What follows belongs to an exercise in optimizing a design on an open flow for small area; a production flow would make more cautious choices. At most, simulation tests tie the RTL to the original design; equivalence was not proved. Power is estimated from default activity; no workload was simulated.

== JK ==
// predictor_top
module predictor_top #(parameter M = 3, parameter K = 4, parameter N = 3) (
    input logic clk,
    input logic reset,
    input logic [K-1:0] index,
    input logic branch_outcome,  
    output logic prediction,      
    output logic success
);
Size in the first run: ~1200 cells after synthesis, about 390 flip-flops, about 9 I/O pins, ~14000 sq um of cells after synthesis.
Settings: LEC_CHECK=0, CAP_MARGIN=0, CORE_MARGIN=2, CORE_UTILIZATION=75, CTS_BUF_LIST=sky130_fd_sc_hd__clkbuf_16, CTS_CLUSTER_DIAMETER=80, CTS_CLUSTER_SIZE=30, PLACE_DENSITY=0.9, SLEW_MARGIN=0, SYNTH_HIERARCHICAL=1, SYNTH_MINIMUM_KEEP_SIZE=0; clock period 6.0 ns.
run.sh (not shown) runs the stock make flow with config.mk's settings and CLKGATE_MAP_FILE= SYNTH_SCRIPT=/design/flow/synth_recipe.tcl, a recipe that flattens the netlist after the stock synthesis.
Setup changes, JK to MS
# JK
export LEC_CHECK = 0
export CAP_MARGIN = 0
export CORE_MARGIN = 2
export CORE_UTILIZATION = 75
export CTS_BUF_LIST = sky130_fd_sc_hd__clkbuf_16
export CTS_CLUSTER_DIAMETER = 80
export CTS_CLUSTER_SIZE = 30
export PLACE_DENSITY = 0.9
export SLEW_MARGIN = 0
export SYNTH_HIERARCHICAL = 1
export SYNTH_MINIMUM_KEEP_SIZE = 0
create_clock -name core_clock -period 6.0 [get_ports {clk}]
# MS
export LEC_CHECK = 0
export CAP_MARGIN = 0
export CORE_MARGIN = 2
export CORE_UTILIZATION = 60
export CTS_BUF_LIST = sky130_fd_sc_hd__clkbuf_16
export CTS_CLUSTER_DIAMETER = 80
export CTS_CLUSTER_SIZE = 30
export GPL_TIMING_DRIVEN = 0
export PLACE_DENSITY = 0.75
export SLEW_MARGIN = 0
export SYNTH_HIERARCHICAL = 1
export SYNTH_MINIMUM_KEEP_SIZE = 0
create_clock -name core_clock -period 6.0 [get_ports {clk}]
### Flow results
- The lower routed wire length on met3 came out of MS.
- MS vs JK: count of plain and timing-repair buffers down
- Compared with JK, routed length on met1 in MS increased by a few percent.
- MS reports its start point of the critical path as bhr_inst.bhr_out[1]$_DFF_PP0_ while JK reports bhr_inst.bhr_out[0]$_DFF_PP0_.
- Global-route usage: JK and MS compared, lower one is MS
- In the reports for JK and MS, the smaller height of the chip belongs to JK.
- Final estimated routing congestion in global placement (MS over JK): increase, about 0.75%
- MS vs JK — overall power consumption dropped about 2.2%.
- Relative to JK, the share of the final layout cell area in sequential cells of MS is higher by 0.22 points.
- In MS relative to JK, routed wire length had gone down by a little under 10%.
#### Input delta (AL over MS)
# MS
export LEC_CHECK = 0
export CAP_MARGIN = 0
export CORE_MARGIN = 2
export CORE_UTILIZATION = 60
export CTS_BUF_LIST = sky130_fd_sc_hd__clkbuf_16
export CTS_CLUSTER_DIAMETER = 80
export CTS_CLUSTER_SIZE = 30
export GPL_TIMING_DRIVEN = 0
export PLACE_DENSITY = 0.75
export SLEW_MARGIN = 0
export SYNTH_HIERARCHICAL = 1
export SYNTH_MINIMUM_KEEP_SIZE = 0
create_clock -name core_clock -period 6.0 [get_ports {clk}]
# AL
export LEC_CHECK = 0
export CAP_MARGIN = 0
export CORE_MARGIN = 2
export CORE_UTILIZATION = 75
export CTS_BUF_LIST = sky130_fd_sc_hd__clkbuf_16
export CTS_CLUSTER_DIAMETER = 80
export CTS_CLUSTER_SIZE = 30
export GPL_TIMING_DRIVEN = 0
export PLACE_DENSITY = 0.9
export SLEW_MARGIN = 0
export SYNTH_HIERARCHICAL = 1
export SYNTH_MINIMUM_KEEP_SIZE = 0
create_clock -name core_clock -period 6.0 [get_ports {clk}]
Findings:
As of AL, routed wire length had risen by a few percent compared to MS. For average wire per standard cell, dividing the value from AL by the value from MS gives 1.13. On combinational power share, the lower figure sits with MS, not AL. AL ends up with lower worst-case setup slack after placement than MS does. Between MS and AL, core utilization increased. Delta (AL minus MS): overall die width went down 10%, final worst setup slack dropped 0.15 ns, sequential element share of the synthesized area has remained practically unchanged, number of fill cells in the layout now smaller.
What TR does differently from AL at the input level:
# AL
export LEC_CHECK = 0
export CAP_MARGIN = 0
export CORE_MARGIN = 2
export CORE_UTILIZATION = 75
export CTS_BUF_LIST = sky130_fd_sc_hd__clkbuf_16
export CTS_CLUSTER_DIAMETER = 80
export CTS_CLUSTER_SIZE = 30
export GPL_TIMING_DRIVEN = 0
export PLACE_DENSITY = 0.9
export SLEW_MARGIN = 0
export SYNTH_HIERARCHICAL = 1
export SYNTH_MINIMUM_KEEP_SIZE = 0
create_clock -name core_clock -period 6.0 [get_ports {clk}]
# TR
export LEC_CHECK = 0
export CAP_MARGIN = 0
export CORE_MARGIN = 2
export CORE_UTILIZATION = 75
export CTS_BUF_LIST = sky130_fd_sc_hd__clkbuf_16
export CTS_CLUSTER_DIAMETER = 90
export CTS_CLUSTER_SIZE = 32
export GPL_TIMING_DRIVEN = 0
export PLACE_DENSITY = 0.9
export SLEW_MARGIN = 0
export SYNTH_HIERARCHICAL = 1
export SYNTH_MINIMUM_KEEP_SIZE = 0
create_clock -name core_clock -period 6.0 [get_ports {clk}]
[summary]
Looking at AL and TR, the number of nets in the synthesized netlist is a wash.
TR vs AL — sequential share of power dropped 0.2 points.
Against AL, final wirelength in TR came out worse.
Status: final instance area parity (TR, AL)
The final design utilization of AL and that of TR are within noise of each other.
The post-route fraction of the period consumed by the critical path of AL and that of TR are within noise of each other.
TR vs AL: global-route wire length before repair up in TR

exp/onyx:
predictor_top, a different RTL version from the one above (not shown whole).
Size: roughly 1300 cells after synthesis, ~14000 um^2 of cells after synthesis.
Settings: LEC_CHECK=0, CAP_MARGIN=0, CORE_MARGIN=2, CORE_UTILIZATION=60, CTS_BUF_LIST=sky130_fd_sc_hd__clkbuf_16, CTS_CLUSTER_DIAMETER=100, CTS_CLUSTER_SIZE=30, GPL_ROUTABILITY_DRIVEN=0, PLACE_DENSITY=0.75, SLEW_MARGIN=0, SYNTH_HIERARCHICAL=1, SYNTH_MINIMUM_KEEP_SIZE=0; clock period 6.0 ns.
What exp/sierra does differently from exp/onyx at the input level:
Settings: CTS_BUF_LIST now sky130_fd_sc_hd__clkbuf_8 sky130_fd_sc_hd__clkbuf_16, was sky130_fd_sc_hd__clkbuf_16; GPL_TIMING_DRIVEN now 0, previously not set; CORE_UTILIZATION now 75, was 60; PLACE_DENSITY now 0.9, was 0.75; GPL_ROUTABILITY_DRIVEN no longer set, was 0.
### Flow results
- The flow did not stop early for exp/sierra: all stages ran, and the layout cleared the timing, design-rule and antenna checks.
- Against exp/onyx, exp/sierra comes in 0.15 points lower on switching fraction of total power.
- On layout net count, exp/onyx tracks exp/sierra almost exactly.
- On met1 track demand over resource, the higher figure sits with exp/sierra, not exp/onyx.
- Summary of exp/sierra over exp/onyx: fmax went down 3.0%, time the final worst path needs with I/O delays and setup went up 0.18 ns.
- NOTE: critical path depth in exp/sierra exceeds that of exp/onyx
- The cell-internal power on exp/onyx is in line with that on exp/sierra.
Relative to exp/sierra, the following input files were edited for exp/nickel:
Settings: changing PLACE_DENSITY from 0.9 to 0.75; removing GPL_TIMING_DRIVEN (formerly 0); changing CORE_UTILIZATION from 75 to 60.
==> flow/flow/run.sh (new file) <==
#!/bin/bash
# Layout flow: the standard flow (standard.sh, ORFS), with three changes:
#  - right after synthesis, combinational cells that ABC upsized are set back
#    to their smallest drive strength (downsize.tcl); the resizer later
#    upsizes whatever placement shows needs it;
#  - ports are buffered with buf_1 (the smallest buffer);
#  - CTS runs without dummy loads.
# Each ORFS step writes its own log under orfs/logs; standard.sh's own
# output goes to standard.log.
set -e
HERE=$(pwd)
export PRE_FLOORPLAN_TCL=$HERE/flow/downsize.tcl
export BUFFER_PORTS_ARGS="-buffer_cell sky130_fd_sc_hd__buf_1"
export CTS_ARGS="-sink_clustering_enable -repair_clock_nets -dont_use_dummy_load -sink_clustering_size 30 -sink_clustering_max_diameter 100 -buf_list {sky130_fd_sc_hd__clkbuf_8 sky130_fd_sc_hd__clkbuf_16}"
bash standard.sh > standard.log 2>&1
==> flow/flow/downsize.tcl (new file) <==
# Set every combinational cell back to the smallest drive strength of its
# family (same function and pins), leaving flip-flops, buffers and tie
# cells alone. Timing repair later in the flow upsizes where needed.
set db [ord::get_db]
set block [ord::get_db_block]
set n 0
foreach inst [$block getInsts] {
  set m [[$inst getMaster] getName]
  if { ![regexp {^(sky130_fd_sc_hd__)([a-z0-9]+)_([0-9]+)$} $m -> pre fam sz] } { continue }
  if { [regexp {^(df|edf|sdf|sedf|dl|buf|clk|conb|inv)} $fam] } { continue }
  foreach s {0 1} {
    if { $s >= $sz } { break }
    set small [$db findMaster "${pre}${fam}_${s}"]
    if { $small != "NULL" && $small != "" } {
      if { [$inst swapMaster $small] } { incr n }
      break
    }
  }
}
puts "downsize.tcl: swapped $n instances to smaller masters"
==> flow/standard.sh (new file) <==
#!/bin/bash
# synth_recipe.tcl (not shown) runs the flow's synth.tcl, then flattens the netlist and writes it again
# the make line also repeats each setting of config.mk as NAME=value (left out here)
make -C /OpenROAD-flow-scripts/flow DESIGN_CONFIG=/design/flow/config.mk WORK_HOME=/design/flow/orfs CLKGATE_MAP_FILE= SYNTH_SCRIPT=/design/flow/synth_recipe.tcl "${@:-finish}"
removed: flow/run.sh
[summary]
- exp/sierra reached the end of the flow, and the finished layout is clean on the timing, design-rule and antenna checks.
- The final report for exp/nickel shows a completed flow and a layout that fails verification, specifically max-capacitance violations, max-slew violations.
- Delta (exp/nickel minus exp/sierra): power share of the clock group lost 0.3 points, power dissipated in combinational cells lost about 3%, growth of design area from synthesis to finish lost 0.33 points, via count lost 630, cell count picked up an extra 107.
- exp/nickel: shortest clock period the worst path allows after layout 0.37 ns below exp/sierra
- On sequential share of layout area: exp/nickel sits above exp/sierra.
- Between exp/sierra and exp/nickel, the flow reports detailed-route wire length decreasing by a few percent.
- On exp/nickel: wire length of the first global-routing pass is about 3.5% lower than what exp/sierra gave.
Changes in exp/garnet relative to exp/nickel:
Settings: a change of PLACE_DENSITY from 0.75 to 0.9; a change of CTS_CLUSTER_DIAMETER from 100 to 80; a change of CORE_UTILIZATION from 60 to 75; a change of CTS_BUF_LIST from sky130_fd_sc_hd__clkbuf_8 sky130_fd_sc_hd__clkbuf_16 to sky130_fd_sc_hd__clkbuf_16.
==> flow/run.sh (new file) <==
#!/bin/bash
# synth_recipe.tcl (not shown) runs the flow's synth.tcl, then flattens the netlist and writes it again
# the make line also repeats each setting of config.mk as NAME=value (left out here)
make -C /OpenROAD-flow-scripts/flow DESIGN_CONFIG=/design/flow/config.mk WORK_HOME=/design/flow/orfs CLKGATE_MAP_FILE= SYNTH_SCRIPT=/design/flow/synth_recipe.tcl finish
removed: flow/flow/run.sh
removed: flow/flow/downsize.tcl
removed: flow/standard.sh
==> comparison <==
- exp/garnet completed end to end with timing, DRC and antenna clean.
- From the logs: exp/nickel reached the end of the flow and failed the layout checks with max-capacitance violations, max-slew violations.
- Any difference in area taken by multi-input logic gates between exp/garnet and exp/nickel is small enough to ignore.
- The portion of total power attributed to the clock network in exp/garnet was higher than what exp/nickel gave.
- Changes observed in exp/garnet relative to exp/nickel: post-synthesis cell area comparable; number of inserted filler cells in the final layout now smaller; die area now smaller.
- Global-route wire length before repair on exp/garnet is ahead of exp/nickel.
- Changes observed in exp/garnet relative to exp/nickel: design area lower; clock network latency to the later pin of the worst-skew pair roughly the same; final worst-path setup slack lower.

Another version of the RTL of predictor_top (not shown whole).
Size: ~1300 cells after synthesis, about 9 I/O pins.
Settings: LEC_CHECK=0, CAP_MARGIN=20, CORE_MARGIN=2, CORE_UTILIZATION=40, PLACE_DENSITY=0.6, SLEW_MARGIN=20, SYNTH_HIERARCHICAL=1, SYNTH_MINIMUM_KEEP_SIZE=0; clock period 6.0 ns.
Stock flow here: none of the scripts above is used.
The first run produced a clean layout.
Change:
--- a/flow/config.mk
+++ b/flow/config.mk
@@ -6,9 +6,12 @@
 export NUM_CORES = 4
 export LEC_CHECK = 0
-export CAP_MARGIN = 20
+export CAP_MARGIN = 0
 export CORE_MARGIN = 2
-export CORE_UTILIZATION = 40
-export PLACE_DENSITY = 0.6
-export SLEW_MARGIN = 20
+export CORE_UTILIZATION = 60
+export CTS_BUF_LIST = sky130_fd_sc_hd__clkbuf_8 sky130_fd_sc_hd__clkbuf_16
+export CTS_CLUSTER_DIAMETER = 100
+export CTS_CLUSTER_SIZE = 30
+export PLACE_DENSITY = 0.75
+export SLEW_MARGIN = 0
 export SYNTH_HIERARCHICAL = 1
 export SYNTH_MINIMUM_KEEP_SIZE = 0
Non-clock buffer count decreases by 5; total power shrinks by about a fifth; via count increases slightly; sequential share of layout area increases by 3.2 points; final cell count goes down by roughly a tenth; cell area went down by a few percent; synthesized area stays the same; setup slack degrades by 130 ps; maximum frequency came out lower by a few percent; sequential power is about the same.
Change:
--- a/flow/config.mk
+++ b/flow/config.mk
@@ -9,7 +9,5 @@
 export CORE_MARGIN = 2
 export CORE_UTILIZATION = 60
-export CTS_BUF_LIST = sky130_fd_sc_hd__clkbuf_8 sky130_fd_sc_hd__clkbuf_16
-export CTS_CLUSTER_DIAMETER = 100
-export CTS_CLUSTER_SIZE = 30
+export CTS_BUF_LIST = sky130_fd_sc_hd__clkbuf_4 sky130_fd_sc_hd__clkbuf_8
 export PLACE_DENSITY = 0.75
 export SLEW_MARGIN = 0
After rerunning: Setup slack degrades by 35 ps; sequential power barely changes; design area rose by about 5.4%.
Function was not checked in any run of this note: the RTL went through the layout flow alone.

Another version of the RTL of predictor_top (not shown whole).
Size in the first run: about 390 flip-flops, about 9 I/O pins.
Settings: LEC_CHECK=0, CAP_MARGIN=0, CORE_MARGIN=2, CORE_UTILIZATION=75, CTS_BUF_LIST=sky130_fd_sc_hd__clkbuf_16, CTS_CLUSTER_DIAMETER=80, CTS_CLUSTER_SIZE=30, PLACE_DENSITY=0.9, SLEW_MARGIN=0, SYNTH_HIERARCHICAL=1, SYNTH_MINIMUM_KEEP_SIZE=0; clock period 6.0 ns.
Next try:
- GPL_TIMING_DRIVEN: default -> 0
Result:
- setup slack is better by 37 ps
- die area stays the same
- cell area hardly moves
- final cell count drops by 0.67%
- sequential power stays flat
- routed wire length decreases by 2.0%
- core utilization came out higher by 0.21 points
- worst hold slack improved by 5.1 ps
- area after synthesis stays the same
- clock skew hardly moves
- combinational power is about the same

Setup of job 101:
predictor_top, a different RTL version from the one above (not shown whole).
Size in the first run: roughly 1200 cells after synthesis, ~390 flip-flops.
// predictor_top
module predictor_top #(parameter M = 3, parameter K = 4, parameter N = 3) (
    input logic clk,
    input logic reset,
    input logic [K-1:0] index,
    input logic branch_outcome,  
    output logic prediction,      
    output logic success
);
    logic [M-1:0] bhr_out;
    branch_history_register #(M) bhr_inst (
        .clk(clk),
        .reset(reset),
        .branch_outcome(branch_outcome),
        .bhr_out(bhr_out)
    );
    mnk_bit_predictor #(K, N, M) pht_inst (
        .clk(clk),
        .reset(reset),
        .index(index),
        .bhr_in(bhr_out),
        .branch_outcome(branch_outcome),
        .prediction(prediction)
    );
    assign success = ~(prediction ^ branch_outcome);
endmodule
==> flow/config.mk <==
export PLATFORM = sky130hd
export DESIGN_NAME = predictor_top
export DESIGN_NICKNAME = predictor_top
export VERILOG_FILES = /design/flow/design.v
export SDC_FILE = /design/flow/constraint.sdc
export NUM_CORES = 4
export LEC_CHECK = 0
export CAP_MARGIN = 0
export CORE_MARGIN = 2
export CORE_UTILIZATION = 75
export CTS_BUF_LIST = sky130_fd_sc_hd__clkbuf_16
export CTS_CLUSTER_DIAMETER = 80
export CTS_CLUSTER_SIZE = 30
export GPL_TIMING_DRIVEN = 0
export PLACE_DENSITY = 0.9
export SLEW_MARGIN = 0
export SYNTH_HIERARCHICAL = 1
export SYNTH_MINIMUM_KEEP_SIZE = 0
==> flow/constraint.sdc <==
create_clock -name core_clock -period 6.0 [get_ports {clk}]
set_input_delay 1.2000 -clock core_clock [delete_from_list [all_inputs] [get_ports {clk}]]
set_output_delay 1.2000 -clock core_clock [all_outputs]
set_load 0.01 [all_outputs]
standard.sh (not shown) runs the stock make flow with config.mk's settings and CLKGATE_MAP_FILE= SYNTH_SCRIPT=/design/flow/synth_recipe.tcl, a recipe that flattens the netlist after the stock synthesis.
==> flow/flow/run.sh <==
#!/bin/bash
# Layout flow: the standard flow (standard.sh, ORFS) unchanged except
# for the clock tree synthesis arguments: the same clustering as config.mk
# asks for, but without dummy loads.
# ORFS writes each step's log under orfs/logs; standard.sh's own output
# goes to standard.log.
set -e
export CTS_ARGS="-sink_clustering_enable -repair_clock_nets -dont_use_dummy_load -sink_clustering_size 30 -sink_clustering_max_diameter 80 -buf_list sky130_fd_sc_hd__clkbuf_16"
bash standard.sh > standard.log 2>&1
diff inputs: job 101 => job 102
==> flow/flow/run.sh <==
#!/bin/bash
# Layout flow: the standard flow (standard.sh, ORFS) unchanged except
# for the clock tree synthesis arguments: the same clustering as config.mk
# asks for, without dummy loads, and with buffers only where the tree branches far apart.
# ORFS writes each step's log under orfs/logs; standard.sh's own output
# goes to standard.log.
set -e
export CTS_ARGS="-sink_clustering_enable -repair_clock_nets -dont_use_dummy_load -sink_clustering_size 30 -sink_clustering_max_diameter 80 -buf_list sky130_fd_sc_hd__clkbuf_16 -branching_point_buffers_distance 1000 -distance_between_buffers 1000"
bash standard.sh > standard.log 2>&1
==> summary.txt <==
From job 102 to job 101, cell area after technology mapping did not move at all.
From job 101 to job 102 the numbers moved as follows: number of fill cells in the layout held steady; register clock-pin slew on the reported worst setup and hold paths stayed essentially flat; H-tree depth comparable; total number of vias comparable.
Comparing job 101 against job 102, there is no change at all in leakage dissipation.
On pin count of the biggest net entering global routing, job 101 and job 102 are neck and neck.
Diff job 101..job 102 | post-route total power | unchanged
diff inputs: job 102 => job 103
Settings: a change of PLACE_DENSITY from 0.9 to 0.75; a change of CORE_UTILIZATION from 75 to 60.
==> flow/run.sh (new file) <==
#!/bin/bash
# synth_recipe.tcl (not shown) runs the flow's synth.tcl, then flattens the netlist and writes it again
# the make line also repeats each setting of config.mk as NAME=value (left out here)
make -C /OpenROAD-flow-scripts/flow DESIGN_CONFIG=/design/flow/config.mk WORK_HOME=/design/flow/orfs CLKGATE_MAP_FILE= SYNTH_SCRIPT=/design/flow/synth_recipe.tcl finish
removed: flow/flow/run.sh
removed: flow/standard.sh
==> summary.txt <==
- Of job 103 and job 102, it is job 103 that has the lower via count.
- As of job 103, wire length of the first global-routing pass had fallen slightly compared to job 102.
- Job 103 vs job 102, final area went up by 180 um^2.
- Against job 102, job 103 reports a maximum frequency that is higher.
- The post-placement setup slack of job 103 falls short of that of job 102 by 22 ps.
- Compared to job 102, job 103 has total power about 1.6% higher.
- Share of total power in the clock network came out higher on job 103 than on job 102.
- Higher number of detailed-route iterations in the first pass among job 103 and job 102: job 103
- Row clock-buffer cell count: job 103 higher / job 102 lower
- Relative contribution of combinational cells to total power, job 103 and job 102: larger value in job 102
- Sort job 103 and job 102 by wire length the detailed router placed on met1 asc -> top: job 102
- Job 103 finished all stages; the layout is clean.
For job 104, these inputs were changed with respect to job 103:
Settings: changing PLACE_DENSITY from 0.75 to 0.9; changing CORE_UTILIZATION from 60 to 75.
==> summary.txt <==
In job 104 the global placement routability congestion turned out 12% higher than in job 103.
Run comparison: job 104 highest signal layer in the routed design met5; job 103 highest signal layer in the routed design met4
As of job 104, chip width had fallen by more than 10% compared to job 103.
Job 104 has completed all stages; timing, DRC and antenna checks passed.
Of job 103 and job 104, the run reporting the higher worst setup slack was job 103.
Job 103 and job 104 ended up with nearly the same portion of the layout cell area used by non-clock buffers.
The portion of total power attributed to combinational logic in job 104 was higher than what job 103 gave.
Summary — data arrival time of the critical path, job 104 relative to job 103: higher, by 50 ps.

-- afterwards: timing with drivers on the ports --
The results above use ideal ports. As a check the final layouts listed here were re-extracted and re-timed, cells and wires unchanged. Step 1 (the two cells are an assumption about what drives the block):
set clk [get_ports {clk}]
set_driving_cell -lib_cell sky130_fd_sc_hd__clkbuf_16 $clk
set_driving_cell -lib_cell sky130_fd_sc_hd__buf_2 [delete_from_list [all_inputs] $clk]
Step 2 adds t to the input delays and takes it off the output delays; t is the mean of the earliest and latest rising clock arrival at the registers after step 1. Input paths then give back, and output paths get back, about the clock's delay inside the block. a / b / c = no drivers / after step 1 / after step 2; a / b = the first two.
| run | t (ns) | slack for setup (ns) | worst setup path after step 2 | worst slew at a driven data input, ns |
|---|---|---|---|---|
| JK | 0.564 | 0.364 / 0.317 / 0.638 | input to register | 0.07 |
| MS | 0.562 | 0.392 / 0.344 / 0.402 | input to register | 0.05 |
| AL | 0.566 | 0.244 / 0.197 / 0.190 | input to register | 0.03 |
| TR | 0.551 | 0.245 / 0.198 / 0.172 | input to register | 0.03 |
| exp/onyx | 0.573 | 0.352 / 0.300 / 0.474 | input to register | 0.04 |
| exp/sierra | 0.565 | 0.175 / 0.125 / 0.108 | input to register | 0.05 |
| exp/nickel | 0.560 | 0.543 / 0.493 / 0.767 | input to register | 0.09 |
| exp/garnet | 0.566 | 0.501 / 0.451 / 0.777 | input to register | 0.07 |
| the first run of note 3 | 0.588 | 0.588 / 0.533 / 0.752 | input to register | 0.08 |
| the second run of note 3 | 0.575 | 0.457 / 0.406 / 0.693 | input to register | 0.03 |
| the third run of note 3 | 0.649 | 0.423 / 0.374 / 0.703 | input to register | 0.04 |
| the first run of note 4 | 0.560 | 0.486 / 0.437 / 0.387 | input to register | 0.05 |
| the second run of note 4 | 0.569 | 0.523 / 0.523 / 0.146 | input to register | 0.04 |
| job 101 | 0.564 | 0.275 / 0.228 / 0.230 | input to register | 0.05 |
| job 102 | 0.564 | 0.275 / 0.228 / 0.230 | input to register | 0.05 |
| job 103 | 0.565 | 0.352 / 0.302 / 0.335 | input to register | 0.04 |
| job 104 | 0.568 | 0.295 / 0.249 / 0.299 | input to register | 0.05 |
For the second run of note 4, which loses most, drivers alone change the setup slack by 0.000 ns; drivers and shift together by -0.377 ns.
